This design comes from an exercise in tuning for small area and a short achievable clock period on the open sky130 flow, not from production work.
Power and IR drop assume default switching activity.

==> run a <==
// ALU
module ALU(
input clk,
input [15:0] a, b,
input [3*8:0] op,
output [31:0] out
    );
clock: 28.0 ns
lec_check: 0
cap_margin: 20
core_margin: 2
core_utilization: 40
slew_margin: 20
standard.sh (not shown) runs the stock make flow with config.mk's settings and CLKGATE_MAP_FILE= SYNTH_SCRIPT=/design/flow/synth_recipe.tcl, a recipe that flattens the netlist after the stock synthesis.
==> flow/flow/run.sh <==
#!/bin/bash
# Layout flow: the standard ORFS flow, with
#  - the generated multiplier, adder and result-select modules mapped gate for gate onto
#    cells (flow/map_cells.py) before synthesis, so Yosys keeps their structure as written;
#  - small port buffers, a small clock tree without dummy loads, and an optional
#    timing-repair slack target.
set -euo pipefail
MARGIN=$(cat flow/margin.txt 2>/dev/null || echo 0)
BUF=$(cat flow/portbuf.txt 2>/dev/null || echo sky130_fd_sc_hd__buf_2)
CTS=$(cat flow/cts_args.txt 2>/dev/null || echo "-sink_clustering_enable -repair_clock_nets")
python3 flow/map_cells.py design.v design_mapped.v > map_cells.log 2>&1
bash standard.sh "VERILOG_FILES=$PWD/design_mapped.v" "BUFFER_PORTS_ARGS=-buffer_cell $BUF" \
  "SETUP_SLACK_MARGIN=$MARGIN" "CTS_ARGS=$CTS" finish > standard.log 2>&1
==> flow/flow/map_cells.py <==
#!/usr/bin/env python3
"""Maps the generated modules of design.v (multiplier, arithmetic, logical) gate for gate onto sky130
cells before synthesis. In those modules each gate is one assign driving a net named KIND_N
(KIND_N_s / KIND_N_c for the sum and carry of an adder); KIND names the cell. Other lines are
kept; the multiplier's product register becomes dfxtp cells named as Yosys names them.
usage: map_cells.py design.v out.v"""
import re, sys

CELL = {
    'inv': ('inv_1', ['A'], ['Y']),
    'nand2': ('nand2_1', ['A', 'B'], ['Y']),
    'nor2': ('nor2_1', ['A', 'B'], ['Y']),
    'fa': ('fa_1', ['A', 'B', 'CIN'], ['SUM', 'COUT']),
    'ha': ('ha_1', ['A', 'B'], ['SUM', 'COUT']),
    'xor2': ('xor2_1', ['A', 'B'], ['X']),
    'xnor2': ('xnor2_1', ['A', 'B'], ['Y']),
    'a21oi': ('a21oi_1', ['A1', 'A2', 'B1'], ['Y']),
    'o21ai': ('o21ai_1', ['A1', 'A2', 'B1'], ['Y']),
    'a222oi': ('a222oi_1', ['A1', 'A2', 'B1', 'B2', 'C1', 'C2'], ['Y']),
    'a22oi': ('a22oi_1', ['A1', 'A2', 'B1', 'B2'], ['Y']),
    'nand3': ('nand3_1', ['A', 'B', 'C'], ['Y']),
    'and2': ('and2_1', ['A', 'B'], ['X']),
    'and2b': ('and2b_1', ['A_N', 'B'], ['X']),
    'nor3': ('nor3_1', ['A', 'B', 'C'], ['Y']),
    'nor4': ('nor4_1', ['A', 'B', 'C', 'D'], ['Y']),
    'nand4': ('nand4_1', ['A', 'B', 'C', 'D'], ['Y']),
    'a21o': ('a21o_1', ['A1', 'A2', 'B1'], ['X']),
}
# drive strength by fanout inside the module: (fanout at least, cell)
SIZES = {
    'inv': [(4, 'inv_2'), (8, 'inv_4')],
    'nand2': [(4, 'nand2_2')],
    'nor2': [(4, 'nor2_2'), (8, 'nor2_4')],
    'a21oi': [(4, 'a21oi_2'), (8, 'a21oi_4')],
    'o21ai': [(5, 'o21ai_2'), (9, 'o21ai_4')],
    'nor3': [(4, 'nor3_2'), (8, 'nor3_4')],
    'and2': [(4, 'and2_2'), (8, 'and2_4')],
}
IDENT = r'[A-Za-z_][A-Za-z0-9_]*(?:\s*\[\s*\d+\s*\])?'
GATE = re.compile(r'\s*assign\s+((' + '|'.join(CELL) + r')(?:X(\d+))?_(\d+)(?:_([sc]))?)\s*=\s*([^;]*);\s*$')


def map_module(mod):
    gates = {}
    out = []
    for line in mod.split('\n'):
        m = GATE.match(line)
        if not m:
            out.append(line)
            continue
        lhs, kind, size, idx, part, rhs = m.groups()
        ins = []
        for t in re.findall(IDENT, rhs):
            t = re.sub(r'\s+', '', t)
            if t not in ins:
                ins.append(t)
        e = gates.get(idx)
        if e is None:
            e = gates[idx] = {'kind': kind, 'size': size, 'ins': None, 'outs': {}, 'pos': len(out)}
            out.append(None)
        if part in (None, 's'):
            e['ins'] = ins
        e['outs'][part] = lhs
    fanout = {}
    for e in gates.values():
        for s in e['ins']:
            fanout[s] = fanout.get(s, 0) + 1
    for line in out:
        if line is not None and not line.lstrip().startswith('sky130'):
            for t in re.findall(IDENT, line):
                fanout[t] = fanout.get(t, 0) + 1
    for idx, e in gates.items():
        cell, ip, op = CELL[e['kind']]
        outs0 = list(e['outs'].values())
        fo = max(fanout.get(o, 0) for o in outs0)
        for lim, big in SIZES.get(e['kind'], []):
            if fo >= lim:
                cell = big
        if e['size']:
            cell = cell.rsplit('_', 1)[0] + '_' + e['size']
        assert len(e['ins']) == len(ip), (idx, e)
        outs = [e['outs'][None]] if None in e['outs'] else [e['outs']['s'], e['outs']['c']]
        pins = [f'.{p}({s})' for p, s in zip(ip, e['ins'])] + \
               [f'.{p}({s})' for p, s in zip(op, outs)]
        out[e['pos']] = f'sky130_fd_sc_hd__{cell} g{idx} (' + ', '.join(pins) + ');'
    text = '\n'.join(out)
    m = re.search(r'always\s*@\s*\(\s*posedge\s+clk\s*\)\s*C\s*<=\s*prod\s*;', text)
    if m:
        regs = '\n'.join(f'sky130_fd_sc_hd__dfxtp_1 \\C[{c}]$_DFF_P_  (.CLK(clk), .D(prod[{c}]), .Q(C[{c}]));'
                         for c in range(32))
        text = text[:m.start()] + regs + text[m.end():]
        text = re.sub(r'output\s+reg\s+\[31:0\]\s*C', 'output [31:0] C', text)
    return text, len(gates)


src = open(sys.argv[1]).read()
total = 0
for name in ('multiplier', 'arithmetic', 'logical'):
    m = re.search(r'module\s+' + name + r'\s*\(.*?\bendmodule\b', src, re.S)
    if m:
        text, n = map_module(m.group(0))
        src = src[:m.start()] + text + src[m.end():]
        total += n
open(sys.argv[2], 'w').write(src)
print(f'mapped {total} gates', file=sys.stderr)
==> inputs of run b, as changes to run a <==
--- a/flow/design.v
+++ b/flow/design.v
@@ -2,11 +2,11 @@
 wire a222oi_20001, xor2_20002, a222oi_20003, a22oi_20004, nand3_20005, a222oi_20006, xor2_20007, a222oi_20008, a22oi_20009, nand3_20010, a222oi_20011, xor2_20012, a222oi_20013, a22oi_20014, nand3_20015, a222oi_20016;
 wire xor2_20017, a222oi_20018, a22oi_20019, nand3_20020, a222oi_20021, xor2_20022, a222oi_20023, a22oi_20024, nand3_20025, a222oi_20026, xor2_20027, a222oi_20028, a22oi_20029, nand3_20030, a222oi_20031, xor2_20032;
 wire a222oi_20033, a22oi_20034, nand3_20035, a222oi_20036, xor2_20037, a222oi_20038, a22oi_20039, nand3_20040, a222oi_20041, xor2_20042, a222oi_20043, a22oi_20044, nand3_20045, a222oi_20046, xor2_20047, a222oi_20048;
 wire a22oi_20049, nand3_20050, a222oi_20051, xor2_20052, a222oi_20053, a22oi_20054, nand3_20055, a222oi_20056, xor2_20057, a222oi_20058, a22oi_20059, nand3_20060, a222oi_20061, xor2_20062, a222oi_20063, a22oi_20064;
 wire nand3_20065, a222oi_20066, xor2_20067, a222oi_20068, a22oi_20069, nand3_20070, a222oi_20071, xor2_20072, a222oi_20073, a22oi_20074, nand3_20075, a222oi_20076, xor2_20077, a22oi_20078, a22oi_20079, a22oi_20080;
-wire nand4_20081, inv_20082, nor2_20083, a21o_20084;
+wire nand4_20081, and2b_20082, a21o_20083;
 assign a222oi_20001 = ~((k_g & g[0]) | (k_p & p[0]) | (k_a & a[0]));
 assign xor2_20002 = a222oi_20001 ^ inv;
 assign a222oi_20003 = ~((as & s[0]) | (rol & a[15]) | (right & a[1]));
 assign a22oi_20004 = ~((mul & m[0]) | (cmp & ne));
 assign nand3_20005 = ~(a222oi_20003 & a22oi_20004 & xor2_20002);
@@ -84,25 +84,24 @@
 assign xor2_20077 = a222oi_20076 ^ inv;
 assign a22oi_20078 = ~((as & s[15]) | (left & a[14]));
 assign a22oi_20079 = ~((mul & m[15]) | (cmp & lt[1]));
 assign a22oi_20080 = ~((asr & a[15]) | (ror & a[0]));
 assign nand4_20081 = ~(a22oi_20078 & a22oi_20079 & a22oi_20080 & xor2_20077);
-assign inv_20082 = ~add;
-assign nor2_20083 = ~(inv_20082 | lt[0]);
-assign a21o_20084 = (mul & m[16]) | nor2_20083;
-assign x = {a21o_20084, nand4_20081, nand3_20075, nand3_20070, nand3_20065, nand3_20060, nand3_20055, nand3_20050, nand3_20045, nand3_20040, nand3_20035, nand3_20030, nand3_20025, nand3_20020, nand3_20015, nand3_20010, nand3_20005};
+assign and2b_20082 = ~lt[0] & add;
+assign a21o_20083 = (mul & m[16]) | and2b_20082;
+assign x = {a21o_20083, nand4_20081, nand3_20075, nand3_20070, nand3_20065, nand3_20060, nand3_20055, nand3_20050, nand3_20045, nand3_20040, nand3_20035, nand3_20030, nand3_20025, nand3_20020, nand3_20015, nand3_20010, nand3_20005};
 endmodule
 module arithmetic(input [15:0] A, input [15:0] B, input [2:0] o, output [15:0] S, output [1:0] lt, output [15:0] p, output [15:0] g);
 wire and2b_10001, nor2X2_10002, nor2X2_10003, nor2X2_10004, nor2X2_10005, xor2_10006, xor2_10007, and2b_10008, xor2_10009, xor2_10010, and2b_10011, xor2_10012, xor2_10013, and2b_10014, xor2_10015, xor2_10016;
 wire and2b_10017, xor2_10018, xor2_10019, and2b_10020, xor2_10021, xor2_10022, and2b_10023, xor2_10024, xor2_10025, and2b_10026, xor2_10027, xor2_10028, and2b_10029, xor2_10030, xor2_10031, and2b_10032;
 wire xor2_10033, xor2_10034, and2b_10035, xor2_10036, xor2_10037, and2b_10038, xor2_10039, xor2_10040, and2b_10041, xor2_10042, xor2_10043, and2b_10044, xor2_10045, xor2_10046, and2b_10047, xor2_10048;
 wire xor2_10049, and2b_10050, xor2_10051, xor2_10052, and2b_10053, a21oi_10054, a21oi_10055, nand2_10056, a21oi_10057, nand2_10058, a21oi_10059, nand2_10060, a21oi_10061, nand2_10062, a21oi_10063, nand2_10064;
 wire a21oi_10065, nand2_10066, a21oi_10067, nand2_10068, inv_10069, a21oi_10070, o21ai_10071, inv_10072, a21oi_10073, inv_10074, nand2_10075, o21ai_10076, nor2_10077, inv_10078, a21oi_10079, inv_10080;
 wire nand2_10081, o21ai_10082, nor2_10083, inv_10084, a21oi_10085, inv_10086, nand2_10087, o21ai_10088, nor2_10089, a21oi_10090, inv_10091, o21ai_10092, inv_10093, o21ai_10094, a21oi_10095, a21oi_10096;
 wire nand2_10097, inv_10098, o21ai_10099, inv_10100, nand2_10101, inv_10102, o21ai_10103, inv_10104, nand2_10105, a21oi_10106, nand2_10107, inv_10108, a21oi_10109, o21ai_10110, o21ai_10111, inv_10112;
 wire a21oi_10113, o21ai_10114, inv_10115, o21ai_10116, inv_10117, o21ai_10118, o21ai_10119, xor2_10121, xnor2_10122, xnor2_10123, xor2_10124, xnor2_10125, xor2_10126, xor2_10127, xnor2_10128, xnor2_10129;
-wire xor2_10130, xor2_10131, xnor2_10132, xor2_10133, xor2_10134, xor2_10135, xor2_10136, a21oiX4_10137, a21oiX4_10138;
+wire xor2_10130, xor2_10131, xnor2_10132, xor2_10133, xor2_10134, xor2_10135, xor2_10136, a21oiX2_10137, a21oiX2_10138;
 assign and2b_10001 = ~o[0] & o[2];
 assign nor2X2_10002 = ~(o[1] | and2b_10001);
 assign nor2X2_10003 = ~(o[1] | and2b_10001);
 assign nor2X2_10004 = ~(o[1] | and2b_10001);
 assign nor2X2_10005 = ~(o[1] | and2b_10001);
@@ -234,16 +233,16 @@
 assign xnor2_10132 = ~(xor2_10040 ^ a21oi_10113);
 assign xor2_10133 = xor2_10043 ^ o21ai_10114;
 assign xor2_10134 = xor2_10046 ^ o21ai_10116;
 assign xor2_10135 = xor2_10049 ^ o21ai_10118;
 assign xor2_10136 = xor2_10052 ^ o21ai_10119;
-assign a21oiX4_10137 = ~((xor2_10052 & o21ai_10119) | and2b_10053);
-assign a21oiX4_10138 = ~((xor2_10052 & o21ai_10119) | and2b_10053);
+assign a21oiX2_10137 = ~((xor2_10052 & o21ai_10119) | and2b_10053);
+assign a21oiX2_10138 = ~((xor2_10052 & o21ai_10119) | and2b_10053);
 assign S = {xor2_10136, xor2_10135, xor2_10134, xor2_10133, xnor2_10132, xor2_10131, xor2_10130, xnor2_10129, xnor2_10128, xor2_10127, xor2_10126, xnor2_10125, xor2_10124, xnor2_10123, xnor2_10122, xor2_10121};
-assign p = {xor2_10051, xor2_10048, xor2_10045, xor2_10042, xor2_10039, xor2_10036, xor2_10033, xor2_10030, xor2_10027, xor2_10024, xor2_10021, xor2_10018, xor2_10015, xor2_10012, xor2_10009, xor2_10006};
+assign p = {xor2_10052, xor2_10049, xor2_10046, xor2_10043, xor2_10040, xor2_10037, xor2_10034, xor2_10031, xor2_10028, xor2_10025, xor2_10022, xor2_10019, xor2_10016, xor2_10013, xor2_10010, xor2_10007};
 assign g = {and2b_10053, and2b_10050, and2b_10047, and2b_10044, and2b_10041, and2b_10038, and2b_10035, and2b_10032, and2b_10029, and2b_10026, and2b_10023, and2b_10020, and2b_10017, and2b_10014, and2b_10011, and2b_10008};
-assign lt = {a21oiX4_10138, a21oiX4_10137};
+assign lt = {a21oiX2_10138, a21oiX2_10137};
 endmodule
 module multiplier(input clk, input [15:0] A1, input [15:0] B1, input [24:0] op, output reg [31:0] C);
 wire nor4_1, nor4_2, nor4_3, nor4_4, nor4_5, nor2_6, nand4_7, nand2_8, nand3_9, nor3_10, inv_11, inv_12, inv_13, inv_14, inv_15, inv_16;
 wire inv_17, inv_18, inv_19, inv_20, inv_21, inv_22, inv_23, inv_24, inv_25, inv_26, nand2_27, nand2_28, nand2_29, nand2_30, nand2_31, nand2_32;
 wire nand2_33, nand2_34, nand2_35, nand2_36, nand2_37, nand2_38, nand2_39, nand2_40, nand2_41, nand2_42, nor2_43, nor2_44, nor2_45, nor2_46, nor2_47, nor2_48;
@@ -1176,11 +1175,11 @@
 wire is_ror  = ro_ & (c0 == "r");
 wire is_cmp  = t3 & (c2 == "c") & (c1 == "m") & (c0 == "p");
 wire [15:0] s, p, g;
 wire [1:0] lt;                           
 arithmetic AA1(.A(a), .B(b), .o(op[2:0]), .S(s), .lt(lt), .p(p), .g(g));
-wire ne = |p;                            
+wire ne = ~&p;                           
 wire [31:0] m;
 multiplier M(.clk(clk), .A1(a), .B1(b), .op(op), .C(m));
 wire as = is_add | is_sub;
 logical L(.a(a), .p(p), .g(g), .s(s), .m(m[16:0]),
   .k_g(is_and | is_or | is_nand | is_nor),
==> flow/flow/run.sh (replaced) <==
#!/bin/bash
# Layout flow: the standard ORFS flow, with
#  - the generated multiplier and adder modules mapped gate for gate onto cells (flow/map_cells.py)
#    before synthesis, so Yosys keeps their adder structure as written;
#  - small port buffers and a timing-repair slack target.
set -euo pipefail
MARGIN=$(cat flow/margin.txt 2>/dev/null || echo 0)
BUF=$(cat flow/portbuf.txt 2>/dev/null || echo sky130_fd_sc_hd__buf_2)
python3 flow/map_cells.py design.v design_mapped.v > map_cells.log 2>&1
bash standard.sh "VERILOG_FILES=$PWD/design_mapped.v" "BUFFER_PORTS_ARGS=-buffer_cell $BUF" "SETUP_SLACK_MARGIN=$MARGIN" finish > standard.log 2>&1
==> inputs of run c, as changes to run a <==
--- a/flow/design.v
+++ b/flow/design.v
@@ -90,24 +90,24 @@
 assign nor2_20083 = ~(inv_20082 | lt[0]);
 assign a21o_20084 = (mul & m[16]) | nor2_20083;
 assign x = {a21o_20084, nand4_20081, nand3_20075, nand3_20070, nand3_20065, nand3_20060, nand3_20055, nand3_20050, nand3_20045, nand3_20040, nand3_20035, nand3_20030, nand3_20025, nand3_20020, nand3_20015, nand3_20010, nand3_20005};
 endmodule
 module arithmetic(input [15:0] A, input [15:0] B, input [2:0] o, output [15:0] S, output [1:0] lt, output [15:0] p, output [15:0] g);
-wire and2b_10001, nor2X2_10002, nor2X2_10003, nor2X2_10004, nor2X2_10005, xor2_10006, xor2_10007, and2b_10008, xor2_10009, xor2_10010, and2b_10011, xor2_10012, xor2_10013, and2b_10014, xor2_10015, xor2_10016;
+wire nor2b_10001, nor2X2_10002, nor2X2_10003, nor2X2_10004, nor2X2_10005, xor2_10006, xor2_10007, and2b_10008, xor2_10009, xor2_10010, and2b_10011, xor2_10012, xor2_10013, and2b_10014, xor2_10015, xor2_10016;
 wire and2b_10017, xor2_10018, xor2_10019, and2b_10020, xor2_10021, xor2_10022, and2b_10023, xor2_10024, xor2_10025, and2b_10026, xor2_10027, xor2_10028, and2b_10029, xor2_10030, xor2_10031, and2b_10032;
 wire xor2_10033, xor2_10034, and2b_10035, xor2_10036, xor2_10037, and2b_10038, xor2_10039, xor2_10040, and2b_10041, xor2_10042, xor2_10043, and2b_10044, xor2_10045, xor2_10046, and2b_10047, xor2_10048;
 wire xor2_10049, and2b_10050, xor2_10051, xor2_10052, and2b_10053, a21oi_10054, a21oi_10055, nand2_10056, a21oi_10057, nand2_10058, a21oi_10059, nand2_10060, a21oi_10061, nand2_10062, a21oi_10063, nand2_10064;
 wire a21oi_10065, nand2_10066, a21oi_10067, nand2_10068, inv_10069, a21oi_10070, o21ai_10071, inv_10072, a21oi_10073, inv_10074, nand2_10075, o21ai_10076, nor2_10077, inv_10078, a21oi_10079, inv_10080;
 wire nand2_10081, o21ai_10082, nor2_10083, inv_10084, a21oi_10085, inv_10086, nand2_10087, o21ai_10088, nor2_10089, a21oi_10090, inv_10091, o21ai_10092, inv_10093, o21ai_10094, a21oi_10095, a21oi_10096;
 wire nand2_10097, inv_10098, o21ai_10099, inv_10100, nand2_10101, inv_10102, o21ai_10103, inv_10104, nand2_10105, a21oi_10106, nand2_10107, inv_10108, a21oi_10109, o21ai_10110, o21ai_10111, inv_10112;
 wire a21oi_10113, o21ai_10114, inv_10115, o21ai_10116, inv_10117, o21ai_10118, o21ai_10119, xor2_10121, xnor2_10122, xnor2_10123, xor2_10124, xnor2_10125, xor2_10126, xor2_10127, xnor2_10128, xnor2_10129;
 wire xor2_10130, xor2_10131, xnor2_10132, xor2_10133, xor2_10134, xor2_10135, xor2_10136, a21oiX4_10137, a21oiX4_10138;
-assign and2b_10001 = ~o[0] & o[2];
-assign nor2X2_10002 = ~(o[1] | and2b_10001);
-assign nor2X2_10003 = ~(o[1] | and2b_10001);
-assign nor2X2_10004 = ~(o[1] | and2b_10001);
-assign nor2X2_10005 = ~(o[1] | and2b_10001);
+assign nor2b_10001 = ~o[0] & o[2];
+assign nor2X2_10002 = ~(o[1] | nor2b_10001);
+assign nor2X2_10003 = ~(o[1] | nor2b_10001);
+assign nor2X2_10004 = ~(o[1] | nor2b_10001);
+assign nor2X2_10005 = ~(o[1] | nor2b_10001);
 assign xor2_10006 = A[0] ^ B[0];
 assign xor2_10007 = xor2_10006 ^ nor2X2_10002;
 assign and2b_10008 = ~xor2_10007 & A[0];
 assign xor2_10009 = A[1] ^ B[1];
 assign xor2_10010 = xor2_10009 ^ nor2X2_10002;
--- a/flow/flow/map_cells.py
+++ b/flow/flow/map_cells.py
@@ -19,10 +19,11 @@
     'a222oi': ('a222oi_1', ['A1', 'A2', 'B1', 'B2', 'C1', 'C2'], ['Y']),
     'a22oi': ('a22oi_1', ['A1', 'A2', 'B1', 'B2'], ['Y']),
     'nand3': ('nand3_1', ['A', 'B', 'C'], ['Y']),
     'and2': ('and2_1', ['A', 'B'], ['X']),
     'and2b': ('and2b_1', ['A_N', 'B'], ['X']),
+    'nor2b': ('nor2b_1', ['A', 'B_N'], ['Y']),
     'nor3': ('nor3_1', ['A', 'B', 'C'], ['Y']),
     'nor4': ('nor4_1', ['A', 'B', 'C', 'D'], ['Y']),
     'nand4': ('nand4_1', ['A', 'B', 'C', 'D'], ['Y']),
     'a21o': ('a21o_1', ['A1', 'A2', 'B1'], ['X']),
 }
==> notes <==
Routed wire length: run b < run c < run a.
Against run c, the via count of run b is lower by 2.3%.
Sequential share of layout area, highest first: run b, run a, run c.
Against run a, the non-clock buffer count of run c is higher by 3.
Sequential power is about the same in run a and run c.
Setup slack, highest first: run a, run c, run b.
In flip-flop and latch count, run a and run b do not differ.
In critical path depth, run b and run c do not differ.
The lowest global-route usage belongs to run b, the highest to run a.
In run b the total power is higher than in run c, by 3.5%.
==> figures <==
Outcome: run c no timing/DRC/antenna violations; run b no timing/DRC/antenna violations; run a no timing/DRC/antenna violations
Fraction of layout cells with a size suffix above 1: run c 17.2%; run b 15.0%; run a 17.1%
GRT met2 Usage: run c 40.3%; run b 37.2%; run a 41.5%
Area of the core: run c 0.0226 mm^2; run b 0.0226 mm^2; run a 0.0226 mm^2
Net Sw Frac: run c 38.7%; run b 38.4%; run a 38.7%
Final critical-path required period: run c 14.25 ns; run b 14.41 ns; run a 14.24 ns
Global-route track usage on met1: run c 33.3%; run b 33.3%; run a 34.4%
Part of the Yosys area used for sequential elements: run c 6.97%; run b 7.00%; run a 6.96%
Top cell type's share of synthesized area: run c 44.8%; run b 45.1%; run a 44.8%
Instance area after placement: run c 0.00990 mm^2; run b 0.00985 mm^2; run a 0.00990 mm^2
Final area over synthesized area: run c 1.094x; run b 1.094x; run a 1.093x
Mapped Nets: run c 1,265; run b 1,262; run a 1,265
Crit-path slowest cell: run c sky130_fd_sc_hd__o21ai_1; run b sky130_fd_sc_hd__xor2_1; run a sky130_fd_sc_hd__xor2_1
Sequential cell power: run c 0.0455 mW; run b 0.0455 mW; run a 0.0456 mW
Largest stage delay, worst path: run c 0.45 ns; run b 0.44 ns; run a 0.33 ns
Post-synthesis cell area: run c 0.00920 mm^2; run b 0.00915 mm^2; run a 0.00920 mm^2
Overall via count from detail_route: run c 7,860; run b 7,681; run a 7,886
Nets@finish: run c 1,348; run b 1,342; run a 1,345
Share of total power in sequential cells: run c 27.4%; run b 26.4%; run a 27.4%
Routed wirelength normalized by instance count: run c 20.9 um; run b 19.8 um; run a 21.4 um
Max-Slew Margin vs Limit: run c 36.2%; run b 31.9%; run a 34.5%
No run of this note included a check of the RTL's function; only the layout flow was run.

## re-timing with driven ports
In the flow no input, the clock included, has a driving cell. The finished layouts below were timed again as built, in two steps. Step 1 sets driving cells, clkbuf_16 on the clock port and buf_2 on the other inputs (assumed; they add their load-dependent delay and slew). Step 2 also shifts input and output timing later by t, the mid clock arrival at the registers, as if the neighbouring blocks saw the same clock. Slacks: no drivers / after step 1 / after step 2; pairs: no drivers / after step 1.
run | shift t [ns] | setup WS [ns] | worst setup path after step 2 | latest minus earliest clock arrival (ns) | worst slew at a driven data input, ns
run a | 0.327 | 13.759 / 13.734 / 13.734 | input to output | 0.015 / 0.015 | 0.04
run b | 0.335 | 13.595 / 13.563 / 13.563 | input to output | 0.016 / 0.016 | 0.04
run c | 0.323 | 13.746 / 13.714 / 13.714 | input to output | 0.014 / 0.015 | 0.04
After both steps setup and hold are still met in every run listed.
